From an optimization exercise on the open Yosys and OpenROAD flow, aimed at small area, a short achievable clock period and few clock cycles per item; shortcuts taken in it are not production practice. The RTL was checked by simulation tests, not by an equivalence proof against the original design. Power figures rest on the tool's default switching activity, not on a simulated workload.

==> flow/design.v (outline; a module is shown in full before it is edited, if it fits) <==
// module DataPath: 4248 lines
// module FullAdder: 4 lines
// module HalfAdder: 4 lines
// module HalfAdderX: 4 lines
// module Aoi21: 3 lines
// module Oai21: 3 lines
// module Nand2: 3 lines
// module Nor2: 3 lines
// module Xor2: 3 lines
// module Xnor2: 3 lines
// module BoothEncN: 4 lines
// module BoothSel: 5 lines
// module BoothOai: 3 lines
// module BoothXor: 3 lines
// module control_Machine: 22 lines
// module Multiplier: 19 lines
module Multiplier
(
	input wire Clock,
	input wire Reset,
	input wire iValid_Data,
	input wire iAck,
	input wire [31:0] Data_A,
	input wire [31:0] Data_B,
	output wire oReady,
	output wire oDone,
	output wire [63:0] Prod
);
  // ...
==> flow/flow/run.sh <==
#!/bin/bash
# The standard layout (the standard.sh, standard synthesis included), except that the
# port buffers ORFS inserts at global placement are buf_2 cells instead of its default
# delay-cell choice, so the resizer can size them like any other buffer.
set -euo pipefail
bash standard.sh "BUFFER_PORTS_ARGS=-buffer_cell sky130_fd_sc_hd__buf_2" finish > flow_make.log 2>&1
==> flow/standard.sh <==
#!/bin/bash
# synth_recipe.tcl (not shown) runs the flow's synth.tcl, then flattens the netlist and writes it again
# the make line also repeats each setting of config.mk as NAME=value (left out here)
make -C /OpenROAD-flow-scripts/flow DESIGN_CONFIG=/design/flow/config.mk WORK_HOME=/design/flow/orfs CLKGATE_MAP_FILE= SYNTH_SCRIPT=/design/flow/synth_recipe.tcl "${@:-finish}"
==> flow/config.mk <==
export PLATFORM = sky130hd
export DESIGN_NAME = Multiplier
export DESIGN_NICKNAME = Multiplier
export VERILOG_FILES = /design/flow/design.v
export SDC_FILE = /design/flow/constraint.sdc
export NUM_CORES = 4
export LEC_CHECK = 0
export CAP_MARGIN = 20
export CORE_MARGIN = 2
export CORE_UTILIZATION = 55
export SETUP_SLACK_MARGIN = 0.5
export SLEW_MARGIN = 20
export SYNTH_HIERARCHICAL = 1
export SYNTH_MINIMUM_KEEP_SIZE = 0
==> flow/constraint.sdc <==
create_clock -name core_clock -period 5.0 [get_ports {Clock}]
set_input_delay 1.0000 -clock core_clock [delete_from_list [all_inputs] [get_ports {Clock}]]
set_output_delay 1.0000 -clock core_clock [all_outputs]
set_load 0.01 [all_outputs]
==> flow_metrics.py, run 1 <==
metrics = {
    "place": {
        "place_congestion": 0.9901,
        "hpwl_microns": 81570,
    },
    "sta": {
        "rsz0062_at_grt": "true",
        "fin_tns_setup_ns": 0,
        "holdWs_ns": 0.5170,
    },
    "floorplanning": {
        "start_util_pct": 55.91,
        "rows": 83,
        "fp.dieH_microns": 233.1,
        "die_area_sq_mm": 0.05431,
    },
    "worst_setup_path": {
        "cp_common_cell": "fa_1",
        "critical_path.startpoint": "Data_B[23]",
    },
    "worst_hold_path": {
        "min_delay_path_depth": 2,
        "holdPathEnd": "control1.rFull",
    },
    "final_layout": {
        "seq_cells": 188,
        "multi_input_area_share_pct": 70.33,
    },
    "grt": {
        "busiest_layer": "met2",
        "globalRouteMet1Util_pct": 55.08,
        "antenna_found_initial": 2,
    },
    "route": {
        "highest_layer": "met4",
        "drt_iter0_drc": 2997,
    },
    "run": {
        "drv_cap": 0,
    },
    "synth": {
        "netlist.area_leader.share_pct": 32.19,
    },
    "clock_network": {
        "clk_latency_ns": 0.49,
        "cts-buffers-inserted": 17,
        "clockBufferDepth": 2,
    },
    "outcome": {
        "status": "no timing/DRC/antenna violations",
    },
}
Testbench counts, summed over its fixed seeds: cycles 1,608, items 1,600.
==> run 2: changes to the inputs <==
--- a/flow/config.mk
+++ b/flow/config.mk
@@ -8,7 +8,7 @@
 export CAP_MARGIN = 20
 export CORE_MARGIN = 2
 export CORE_UTILIZATION = 55
-export SETUP_SLACK_MARGIN = 0.5
+export SETUP_SLACK_MARGIN = 0.25
 export SLEW_MARGIN = 20
 export SYNTH_HIERARCHICAL = 1
 export SYNTH_MINIMUM_KEEP_SIZE = 0
==> flow_metrics.py, run 2 <==
metrics = {
    "power": {
        "p_leak_nw": 12.79,
        "p_sw_share_pct": 52.72,
        "intPower_mw": 11.75,
        "peakVddDrop_v": 0.0005878,
        "pwr-share-comb_pct": 80.2,
        "cellPowerDensity_mw_per_mm2": 774.5,
        "p_switching_mw": 13.10,
        "power_frac_clock_pct": 5.8,
        "pwr-share-seq_pct": 13.9,
    },
    "floorplanning": {
        "ios": 134,
        "die_w_microns": 233.1,
        "start_util_pct": 55.91,
        "die_area_sq_mm": 0.05431,
        "rows": 83,
        "fp.dieH_microns": 233.1,
        "core_area_sq_mm": 0.05161,
    },
    "sta": {
        "holdWs_ns": 0.5139,
        "hold_viol_final": 0,
        "period_share_pct": 93.69,
        "max_freq_mhz": 213.5,
        "tightest_slew_ns": 0.9981,
        "slew_headroom_pct": 33.46,
        "rsz0062_at_grt": "true",
        "layout_setup_ws_ns": 0.3154,
        "slew_violations": 0,
        "period_needed_ns": 4.685,
        "fin_skew_ns": 0.01384,
        "setup_violations": 0,
    },
    "route": {
        "drcViolationCount": 0,
        "drtAntennaViolNets": 0,
        "wirelength_microns": 104500,
        "drt_iter0_drc": 2741,
        "first_pass_iters": 6,
        "viasPerCell": 6.649,
        "wl_per_cell_microns": 29.61,
        "num_vias": 23470,
    },
    "clock_network": {
        "cts.htree.levels": 4,
        "cts_root_buf": "clkbuf_16",
        "cts-buffers-inserted": 17,
        "clockBufferDepth": 2,
        "cts_tree": "yes",
        "clk_latency_ns": 0.51,
        "holdBufCountCts": 0,
        "numClockSinks": 188,
        "clk_pin_slew_ns": 0.09,
    },
    "synth": {
        "synth_fp_nets": 3217,
        "yosysMostFrequentCell": "xor2_1",
        "ys_ff_latch": 188,
        "synth_area_leaders": "fa_1 (32%), edfxtp_1 (19%), xor2_1 (16%)",
        "synth_xor_area_share_pct": 18.82,
        "ys.warnings.count": 8,
        "netlist.area_leader.share_pct": 32.19,
        "synthSimpleGateAreaFrac_pct": 4.180,
        "synth_common_cells": "xor2_1 (517), o22ai_1 (496), fa_1 (464)",
        "synth.distinct_cells": 22,
        "syn-instance-count": 2560,
        "netlist_area_sq_mm": 0.02886,
        "synth_compound_area_share_pct": 16.38,
        "synth-async-reset-ratio_pct": 0,
        "synth_top_flop_cell": "edfxtp_1",
        "synth_top_area_cell": "fa_1",
        "synth_top_family_by_area": "adder cells",
        "synth-edff-count": 187,
        "ys_seq_area_share_pct": 19.53,
        "synth.mux.area_fraction_pct": 0,
        "synthAdderAreaFrac_pct": 37.61,
        "synth_area_per_cell_sq_um": 11.27,
    },
    "worst_setup_path": {
        "cp_common_cell": "nand2_1",
        "slowest_stage": "fa_1",
        "cp_cell_sequence": "fa_1 -> ha_1 -> nand2_1 -> nor2_2 -> nand2_1 -> nor2_1 -> nand2_1 -> o21ai_2 -> a21oi_2 -> xnor2_1 -> buf_2",
        "cp-start-kind": "register",
        "cp_top_family": "adder cells",
        "path_max_fanout": 3,
        "worst_path_largest_cell_delay_ns": 0.54,
        "arrival_ns": 3.68,
        "required_ns": 4.00,
        "end_kind": "output pin",
        "criticalPathCategory": "reg2out",
        "path_buf_inv": 1,
    },
    "place": {
        "placed_cells": 3495,
        "dp_slack_ns": 0.09322,
        "dpl-instance-area_sq_mm": 0.03138,
        "port_buffers": 133,
        "hpwl_microns": 80950,
        "place_congestion": 1.016,
    },
    "final_layout": {
        "nets": 3492,
        "fin_cells": 3529,
        "design_area_sq_mm": 0.03209,
        "nFillCells": 4276,
        "layout_commonest_cell": "xor2_1",
        "layout-drive-gt1-share_pct": 18.57,
        "final_cell_mix": "xor2_1 (517), o22ai_1 (496), fa_1 (464)",
        "area_growth_pct": 11.20,
    },
    "grt": {
        "antenna_found_initial": 2,
        "grt_pass1_vias": 23850,
        "grt_pass1_wl_microns": 154300,
        "grtUsageTotal_pct": 39.34,
        "grt_max_degree": 90,
        "overflow": 0,
    },
    "outcome": {
        "status": "no timing/DRC/antenna violations",
    },
    "run": {
        "drv_cap": 0,
    },
    "worst_hold_path": {
        "hp-class": "reg2reg",
    },
}
==> run 2: cell families (layout without fill, tap and decap cells) <==
family / Yosys count / in the layout
buf+inv: 199 / 487
fa+ha+maj: 589 / 589
other cells: 0 / 1
simple gates: 251 / 251
flops: 188 / 188
compound gates: 713 / 713
xor+xnor: 620 / 620
==> run 2: final cells by class <==
type | count | area, sq um | share of cell area (%)
Multi-Input combinational cell | 2173 | 22340 | 69.63
Sequential cell | 188 | 5635 | 17.56
Timing Repair Buffer | 325 | 2182 | 6.800
Tap cell | 680 | 850.8 | 2.651
Inverter | 130 | 488.0 | 1.521
Clock buffer | 21 | 450.4 | 1.404
Clock inverter | 11 | 136.4 | 0.4250
Antenna cell | 1 | 2.502 | 0.007798
==> run 2: power by group through the flow <==
stage                     logic, mW  registers, mW  clock network (mW)
after floorplan                14.2           3.40                   0
after global placement         19.0           3.48                   0
after detailed placement       19.4           3.50                   0
after CTS                      19.7           3.47                1.48
after global routing           21.7           3.52                1.52
final                          19.9           3.46                1.45
==> run 2: layer usage <==
metal / vias up / wire, microns / GRT usage (%)
met5: - / 133 / 1.746
met2: 1650 / 45870 / 59.23
met3: 305 / 12270 / 10.27
li1: 9686 / - / -
met1: 11820 / 41610 / 54.30
met4: 4 / 4620 / 15.72
==> run 2: what timing repair did <==
| action | in CTS | in global routing |
|---|---|---|
| setup buffers | 0 | 1 |
| setup endpoints to repair | 9 | 28 |
| gates resized for setup | 9 | 18 |
==> run 2: metrics by stage <==
step	total power, mW	TNS (ns)	util, %
final	24.85	0	62.17
after global routing	26.69	0	62.17
after CTS	24.60	0	62.02
after detailed placement	22.91	0	60.80
after global placement	22.51	0	60.78
after floorplan	17.58	-247.45	-
==> run 2: worst paths after layout <==
| path | startpoint | end | slack (ns) | depth (start not counted) |
|---|---|---|---|---|
| setup reg to reg | control1.rFull | data1.r0_41 | 3.06 | 3 |
| hold / removal | control1.rFull | control1.rFull | 0.51 | 2 |
| setup / recovery | data1.r0_23 | Prod[39] | 0.32 | 11 |
| hold reg to reg | control1.rFull | control1.rFull | 0.51 | 2 |
==> run 2: tightest hold or removal path: stages, from the launching register on <==
cell and delay (ns):
dfxtp_1 0.34, nand2b_4 0.08, a21oi_1 0.05
==> run 2: Yosys stat by module (local to each module, per instance), a selection <==
module / cell area (sq um) / times used / cells inside
control_Machine: 55.05 / 1 / 5
BoothXor: 8.758 / 496 / 1
HalfAdder: 12.51 / 109 / 1
Aoi21: 8.758 / 113 / 1
HalfAdderX: 27.53 / 16 / 5
Xor2: 8.758 / 21 / 1
BoothEncN: 30.03 / 30 / 4
FullAdder: 20.02 / 464 / 1
BoothOai: 6.256 / 496 / 1
Nand2: 3.754 / 73 / 1
Xnor2: 8.758 / 42 / 1

[re-timing with driven ports]
In the flow no input, the clock included, has a driving cell. The finished layouts below were timed again as built, in two steps. Step 1, drivers: a clkbuf_16 drives Clock and a buf_2 each remaining input, both assumed. Step 2, shift: input delay + t, output delay - t, t = (earliest + latest rising clock arrival at the registers) / 2. This alone moves slack from input paths to output paths. a / b / c = no drivers / after step 1 / after step 2; a / b = the first two.
| run | t (ns) | setup WS [ns] | worst hold slack (ns) | worst setup path after step 2 | worst register clock-pin slew, ns |
|---|---|---|---|---|---|
| run 1 | 0.545 | 0.522 / 0.492 / -0.053 | 0.517 / 0.517 / 0.517 | input to register | 0.08 / 0.08 |
| run 2 | 0.558 | 0.315 / 0.257 / -0.045 | 0.514 / 0.514 / 0.514 | input to register | 0.09 / 0.09 |
Met with ideal ports but missed after step 2: setup timing in run 1 and run 2. The setup slack of run 1, which loses most, moves by -0.030 ns with the drivers and by -0.575 ns with both steps.
